This is an optimization exercise on Yosys and OpenROAD, whose aim is small area, not a production implementation. RTL that was checked went through simulation tests only; none was proved equivalent to the original.

## old
==> flow/design.v (excerpt) <==
module cordic_sin_cos (
    input clk, input rst_n,
    input signed [31:0] angle, input pre_vaild,
    output signed [31:0] sin, output signed [31:0] cos, output post_vaild);
wire [24:0] a = angle[24:0];
wire signed [8:0] at = a[24:16];
wire site1 = (at >= -9'sd90) && (at <= 9'sd90);
wire site2 = (at > 9'sd90);
wire amin = (a == 25'd21757952);
wire nz = |a[5:0];
wire s = ~site1;
wire d0 = site1 ? ~a[24] : (site2 | amin);
wire [16:0] k1 = site1 ? (d0 ? 17'd84992 : 17'd46080) : (site2 ? 17'd7168 : (amin ? 17'd31744 : 17'd123904));
wire ci1 = s & ~nz;
wire [16:0] h1 = k1 + (a[22:6] ^ {17{s}}) + ci1;
wire d1 = ~h1_q1[16];
wire signed [20:0] hs1 = {{4{h1_q1[16]}}, h1_q1};
wire [1:0] cm2;
assign cm2[0] = hs1 >= -21'sd27203;
assign cm2[1] = hs1 >= 21'sd27203;
wire d2 = cm2[{d1}];
wire [3:0] cm3;
assign cm3[0] = hs1 >= -21'sd41576;
assign cm3[1] = hs1 >= 21'sd12830;
assign cm3[2] = hs1 >= -21'sd12830;
assign cm3[3] = hs1 >= 21'sd41576;
wire d3 = cm3[{d2,d1}];
wire [2:0] ts4 = {d3,d2,d1};
wire [13:0] t4 = (ts4 == 3'd0) ? 14'd16104 : (ts4 == 3'd1) ? 14'd10850 : (ts4 == 3'd2) ? 14'd3742 : (ts4 == 3'd3) ? 14'd14872 : (ts4 == 3'd4) ? 14'd1512 : (ts4 == 3'd5) ? 14'd12642 : (ts4 == 3'd6) ? 14'd5534 : 14'd280;
wire [13:0] h4 = h1_q1[13:0] + t4;
wire d4 = ~h4[13];
wire signed [17:0] hs4 = {{4{h4[13]}}, h4};
wire [1:0] cm5;
assign cm5[0] = hs4 >= -18'sd3662;
assign cm5[1] = hs4 >= 18'sd3662;
wire d5 = cm5[{d4}];
wire [3:0] cm6;
assign cm6[0] = hs4 >= -18'sd5495;
assign cm6[1] = hs4 >= 18'sd1829;
assign cm6[2] = hs4 >= -18'sd1829;
assign cm6[3] = hs4 >= 18'sd5495;
wire d6 = cm6[{d5,d4}];
wire [2:0] ts7 = {d6,d5,d4};
wire [10:0] t7 = (ts7 == 3'd0) ? 11'd268 : (ts7 == 3'd1) ? 11'd1136 : (ts7 == 3'd2) ? 11'd698 : (ts7 == 3'd3) ? 11'd1566 : (ts7 == 3'd4) ? 11'd482 : (ts7 == 3'd5) ? 11'd1350 : (ts7 == 3'd6) ? 11'd912 : 11'd1780;
wire [10:0] h7 = h4[10:0] + t7;
wire d7 = ~h7_q2[10];
wire signed [14:0] hs7 = {{4{h7_q2[10]}}, h7_q2};
wire [1:0] cm8;
assign cm8[0] = hs7 >= -15'sd458;
  ...
Size: ~3,100 cells after synthesis, roughly 250 flip-flops, roughly 100 I/O pins.
clock: 6.0 ns
lec_check: 0
cap_margin: 20
core_margin: 2
core_utilization: 40
slew_margin: 20
run.sh (not shown) runs the stock make flow with config.mk's settings and CLKGATE_MAP_FILE= SYNTH_SCRIPT=/design/flow/synth_recipe.tcl, a recipe that flattens the netlist after the stock synthesis.
### old -> new
- CTS_CLUSTER_SIZE now 20, previously not set
- CTS_BUF_LIST now sky130_fd_sc_hd__clkbuf_8, previously not set
- CTS_CLUSTER_DIAMETER now 50, previously not set
## What came out
- The flow did not stop early for new: all stages ran, and the layout cleared the timing, DRC and antenna checks.
- Sort old and new by flop-to-flop setup slack desc -> top: old
- Relative to old, the cell area of new is lower by 0.95%.
- new ends up with a first-pass iteration count of the detailed router that is 2 higher than in old.
- Total routing usage reported by global routing of old is on par with new.
No functional check of the RTL was part of any run of this note.

========
cordic_sin_cos, a different RTL version from the one above (not shown whole).
Size in the first run: roughly 100 I/O pins.
Settings: LEC_CHECK=0, CAP_MARGIN=20, CORE_MARGIN=2, CORE_UTILIZATION=40, CTS_BUF_LIST=sky130_fd_sc_hd__clkbuf_4, CTS_CLUSTER_DIAMETER=40, CTS_CLUSTER_SIZE=12, SLEW_MARGIN=20; clock period 6.0 ns.
==> next run, changes <==
- CTS_BUF_LIST: sky130_fd_sc_hd__clkbuf_4 -> sky130_fd_sc_hd__clkbuf_8
- CTS_CLUSTER_DIAMETER: 40 -> 50
- CTS_CLUSTER_SIZE: 12 -> 20
Final cell count is lower by 0.63%.
Design area is about the same.
Area after synthesis does not change.
Sequential share of layout area hardly moves.
Maximum frequency stays flat.
Function was not checked in any run of this note: the RTL went through the layout flow alone.

========
Another version of the RTL of cordic_sin_cos (not shown whole).
For scale: ~3,200 cells after synthesis, roughly 250 flip-flops, roughly 100 I/O pins, roughly 0.025 sq mm of cells after synthesis.
export LEC_CHECK = 0
export CAP_MARGIN = 0
export CORE_MARGIN = 2
export CORE_UTILIZATION = 40
export SLEW_MARGIN = 0
create_clock -name core_clock -period 6.0 [get_ports {clk}]
standard.sh (not shown) runs the stock make flow with config.mk's settings and CLKGATE_MAP_FILE= SYNTH_SCRIPT=/design/flow/synth_recipe.tcl, a recipe that flattens the netlist after the stock synthesis.
==> flow/flow/run.sh <==
#!/bin/bash
set -euo pipefail
export BUFFER_PORTS_ARGS="-buffer_cell sky130_fd_sc_hd__buf_1"
export CTS_ARGS="-sink_clustering_enable -repair_clock_nets -dont_use_dummy_load -buf_list sky130_fd_sc_hd__clkbuf_8 -sink_clustering_size 20 -sink_clustering_max_diameter 50"
bash standard.sh > standard.log 2>&1
The baseline produced a clean layout.
Rerun with:
--- a/flow/config.mk
+++ b/flow/config.mk
@@ -7,5 +7,5 @@
 export LEC_CHECK = 0
-export CAP_MARGIN = 0
+export CAP_MARGIN = 20
 export CORE_MARGIN = 2
 export CORE_UTILIZATION = 40
-export SLEW_MARGIN = 0
+export SLEW_MARGIN = 20
After rerunning:
- The changed run ran to the end with no violations
- routed wire length is about the same
- final cell count does not change
- non-clock buffer count stays the same
- worst setup slack barely changes
- synthesized area stays the same
No functional check of the RTL was part of any run of this note.

========
cordic_sin_cos, a different RTL version from the one above (not shown whole).
Size in the first run: roughly 250 flip-flops, roughly 100 I/O pins, roughly 0.024 mm² of cells after synthesis.
export LEC_CHECK = 0
export CAP_MARGIN = 20
export CORE_MARGIN = 2
export CORE_UTILIZATION = 60
export SLEW_MARGIN = 20
create_clock -name core_clock -period 6.0 [get_ports {clk}]
==> flow/flow/run.sh <==
#!/bin/bash
set -euo pipefail
export BUFFER_PORTS_ARGS="-buffer_cell sky130_fd_sc_hd__buf_1"
export CTS_ARGS="-sink_clustering_enable -repair_clock_nets -dont_use_dummy_load -buf_list sky130_fd_sc_hd__clkbuf_8 -sink_clustering_size 20 -sink_clustering_max_diameter 65"
bash standard.sh > standard.log 2>&1
==> next run, changes <==
==> flow/flow/run.sh (replaced) <==
#!/bin/bash
set -euo pipefail
export BUFFER_PORTS_ARGS="-buffer_cell sky130_fd_sc_hd__buf_1"
export CTS_ARGS="-sink_clustering_enable -repair_clock_nets -dont_use_dummy_load -buf_list sky130_fd_sc_hd__clkbuf_8 -sink_clustering_size 20 -sink_clustering_max_diameter 50"
bash standard.sh > standard.log 2>&1
--- a/flow/config.mk
+++ b/flow/config.mk
@@ -8,4 +8,4 @@
 export CAP_MARGIN = 20
 export CORE_MARGIN = 2
-export CORE_UTILIZATION = 60
+export CORE_UTILIZATION = 40
 export SLEW_MARGIN = 20
What happened: The new run passed the timing, DRC and antenna checks. Setup slack gains 82 ps. Via count shrinks by 2.4%. Synthesized area is unchanged. Global-route usage went down by 10 points. Cell area goes up by 1.8%. Wire length shrinks by 3.8%.
==> next run, changes <==
==> flow/flow/run.sh (replaced) <==
#!/bin/bash
set -euo pipefail
export BUFFER_PORTS_ARGS="-buffer_cell sky130_fd_sc_hd__buf_1"
export CTS_ARGS="-sink_clustering_enable -repair_clock_nets -dont_use_dummy_load -buf_list sky130_fd_sc_hd__clkbuf_8 -sink_clustering_size 20 -sink_clustering_max_diameter 65"
bash standard.sh > standard.log 2>&1
--- a/flow/config.mk
+++ b/flow/config.mk
@@ -8,4 +8,4 @@
 export CAP_MARGIN = 20
 export CORE_MARGIN = 2
-export CORE_UTILIZATION = 40
+export CORE_UTILIZATION = 70
 export SLEW_MARGIN = 20
What happened: Area after synthesis stays the same; cell area is lower by a few percent; worst hold slack is better by 18 ps; routed wire length is higher by a few percent; core utilization is higher by 31 points.

========
cordic_sin_cos, a different RTL version from the one above (not shown whole).
Size: about 3200 cells after synthesis, ~250 flip-flops.
// cordic_sin_cos
module cordic_sin_cos (
    input clk, input rst_n,
    input signed [31:0] angle, input pre_vaild,
    output signed [31:0] sin, output signed [31:0] cos, output post_vaild);
wire [24:0] a = angle[24:0];
wire signed [8:0] at = a[24:16];
wire site1 = (at >= -9'sd90) && (at <= 9'sd90);
wire site2 = (at > 9'sd90);
wire amin = (a == 25'd21757952);
wire nz = |a[5:0];
wire s = ~site1;
wire d0 = site1 ? ~a[24] : (site2 | amin);
wire [16:0] k1 = site1 ? (d0 ? 17'd84992 : 17'd46080) : (site2 ? 17'd7168 : (amin ? 17'd31744 : 17'd123904));
wire ci1 = s & ~nz;
wire [16:0] h1 = k1 + (a[22:6] ^ {17{s}}) + ci1;
wire d1 = ~h1_q1[16];
wire signed [20:0] hs1 = {{4{h1_q1[16]}}, h1_q1};
wire [1:0] cm2;
assign cm2[0] = hs1 >= -21'sd27203;
assign cm2[1] = hs1 >= 21'sd27203;
wire d2 = cm2[{d1}];
wire [3:0] cm3;
assign cm3[0] = hs1 >= -21'sd41576;
assign cm3[1] = hs1 >= 21'sd12830;
assign cm3[2] = hs1 >= -21'sd12830;
assign cm3[3] = hs1 >= 21'sd41576;
wire d3 = cm3[{d2,d1}];
wire [7:0] cm4;
assign cm4[0] = hs1 >= -21'sd48872;
assign cm4[1] = hs1 >= 21'sd5534;
assign cm4[2] = hs1 >= -21'sd20126;
assign cm4[3] = hs1 >= 21'sd34280;
assign cm4[4] = hs1 >= -21'sd34280;
assign cm4[5] = hs1 >= 21'sd20126;
assign cm4[6] = hs1 >= -21'sd5534;
assign cm4[7] = hs1 >= 21'sd48872;
wire d4 = cm4[{d3,d2,d1}];
wire [3:0] ts5 = {d4,d3,d2,d1};
wire [12:0] t5 = (ts5 == 4'd0) ? 13'd3382 : (ts5 == 4'd1) ? 13'd6320 : (ts5 == 4'd2) ? 13'd7404 : (ts5 == 4'd3) ? 13'd2150 : (ts5 == 4'd4) ? 13'd5174 : (ts5 == 4'd5) ? 13'd8112 : (ts5 == 4'd6) ? 13'd1004 : (ts5 == 4'd7) ? 13'd3942 : (ts5 == 4'd8) ? 13'd4250 : (ts5 == 4'd9) ? 13'd7188 : (ts5 == 4'd10) ? 13'd80 : (ts5 == 4'd11) ? 13'd3018 : (ts5 == 4'd12) ? 13'd6042 : (ts5 == 4'd13) ? 13'd788 : (ts5 == 4'd14) ? 13'd1872 : 13'd4810;
  ...
Settings: LEC_CHECK=0, CAP_MARGIN=20, CORE_MARGIN=2, CORE_UTILIZATION=60, SLEW_MARGIN=20; clock period 6.0 ns.
==> flow/flow/run.sh <==
#!/bin/bash
set -euo pipefail
export BUFFER_PORTS_ARGS="-buffer_cell sky130_fd_sc_hd__buf_1"
export CTS_ARGS="-sink_clustering_enable -repair_clock_nets -dont_use_dummy_load -buf_list sky130_fd_sc_hd__clkbuf_8 -sink_clustering_size 20 -sink_clustering_max_diameter 65"
bash standard.sh > standard.log 2>&1
The baseline completed with no timing, DRC or antenna violations.
Edit:
==> flow/flow/run.sh (replaced) <==
#!/bin/bash
set -euo pipefail
export BUFFER_PORTS_ARGS="-buffer_cell sky130_fd_sc_hd__buf_1"
export CTS_ARGS="-sink_clustering_enable -repair_clock_nets -dont_use_dummy_load -buf_list sky130_fd_sc_hd__clkbuf_8 -sink_clustering_size 20 -sink_clustering_max_diameter 50"
bash standard.sh > standard.log 2>&1
- CORE_UTILIZATION: 60 -> 40
Effect:
- final area grows by 1.7%
- non-clock buffer count grows by 10
- critical path depth grows by 1
- worst setup slack gains 0.080 ns
- via count shrinks by 2.9%
- register-to-register slack gains 0.10 ns
- die area grows by 49%

## port drivers added, routing unchanged
The results above use ideal ports. As a check the final layouts listed here were re-extracted and re-timed, cells and wires unchanged. Step 1 assumes that a clkbuf_16 drives the clock port and a buf_2 every other input. Step 2 adds t to the input delays and takes it off the output delays; t is the mean of the earliest and latest rising clock arrival at the registers after step 1. Input paths then give back, and output paths get back, about the clock's delay inside the block. a / b / c = ideal ports / drivers / drivers and shift; a / b = the first two.
run	t, ns	setup slack, ns	worst hold slack (ns)	clock arrival spread, ns	slew at the worst register clock pin (ns)
old	0.627	0.252 / 0.196 / 0.265	0.320 / 0.320 / 0.320	0.015 / 0.015	0.06 / 0.06
new	0.641	0.221 / 0.221 / 0.221	0.317 / 0.317 / 0.317	0.032 / 0.032	0.09 / 0.09
the first run of note 2	0.843	0.247 / 0.224 / 0.247	0.302 / 0.302 / 0.302	0.052 / 0.052	0.12 / 0.12
the second run of note 2	0.671	0.240 / 0.181 / 0.308	0.328 / 0.328 / 0.328	0.030 / 0.029	0.10 / 0.10
the first run of note 3	0.641	0.298 / 0.243 / 0.426	0.319 / 0.319 / 0.319	0.071 / 0.071	0.09 / 0.09
the second run of note 3	0.642	0.299 / 0.244 / 0.424	0.321 / 0.321 / 0.321	0.072 / 0.072	0.09 / 0.09
the first run of note 4	0.616	0.274 / 0.274 / 0.274	0.311 / 0.311 / 0.311	0.112 / 0.111	0.10 / 0.10
the second run of note 4	0.659	0.356 / 0.299 / 0.380	0.307 / 0.307 / 0.307	0.102 / 0.102	0.10 / 0.10
the third run of note 4	0.603	0.196 / 0.196 / 0.196	0.325 / 0.325 / 0.325	0.039 / 0.039	0.11 / 0.11
the first run of note 5	0.643	0.292 / 0.236 / 0.382	0.283 / 0.283 / 0.283	0.069 / 0.069	0.11 / 0.11
the second run of note 5	0.661	0.372 / 0.309 / 0.479	0.277 / 0.277 / 0.277	0.083 / 0.084	0.10 / 0.10
After both steps every run listed still meets setup and hold.
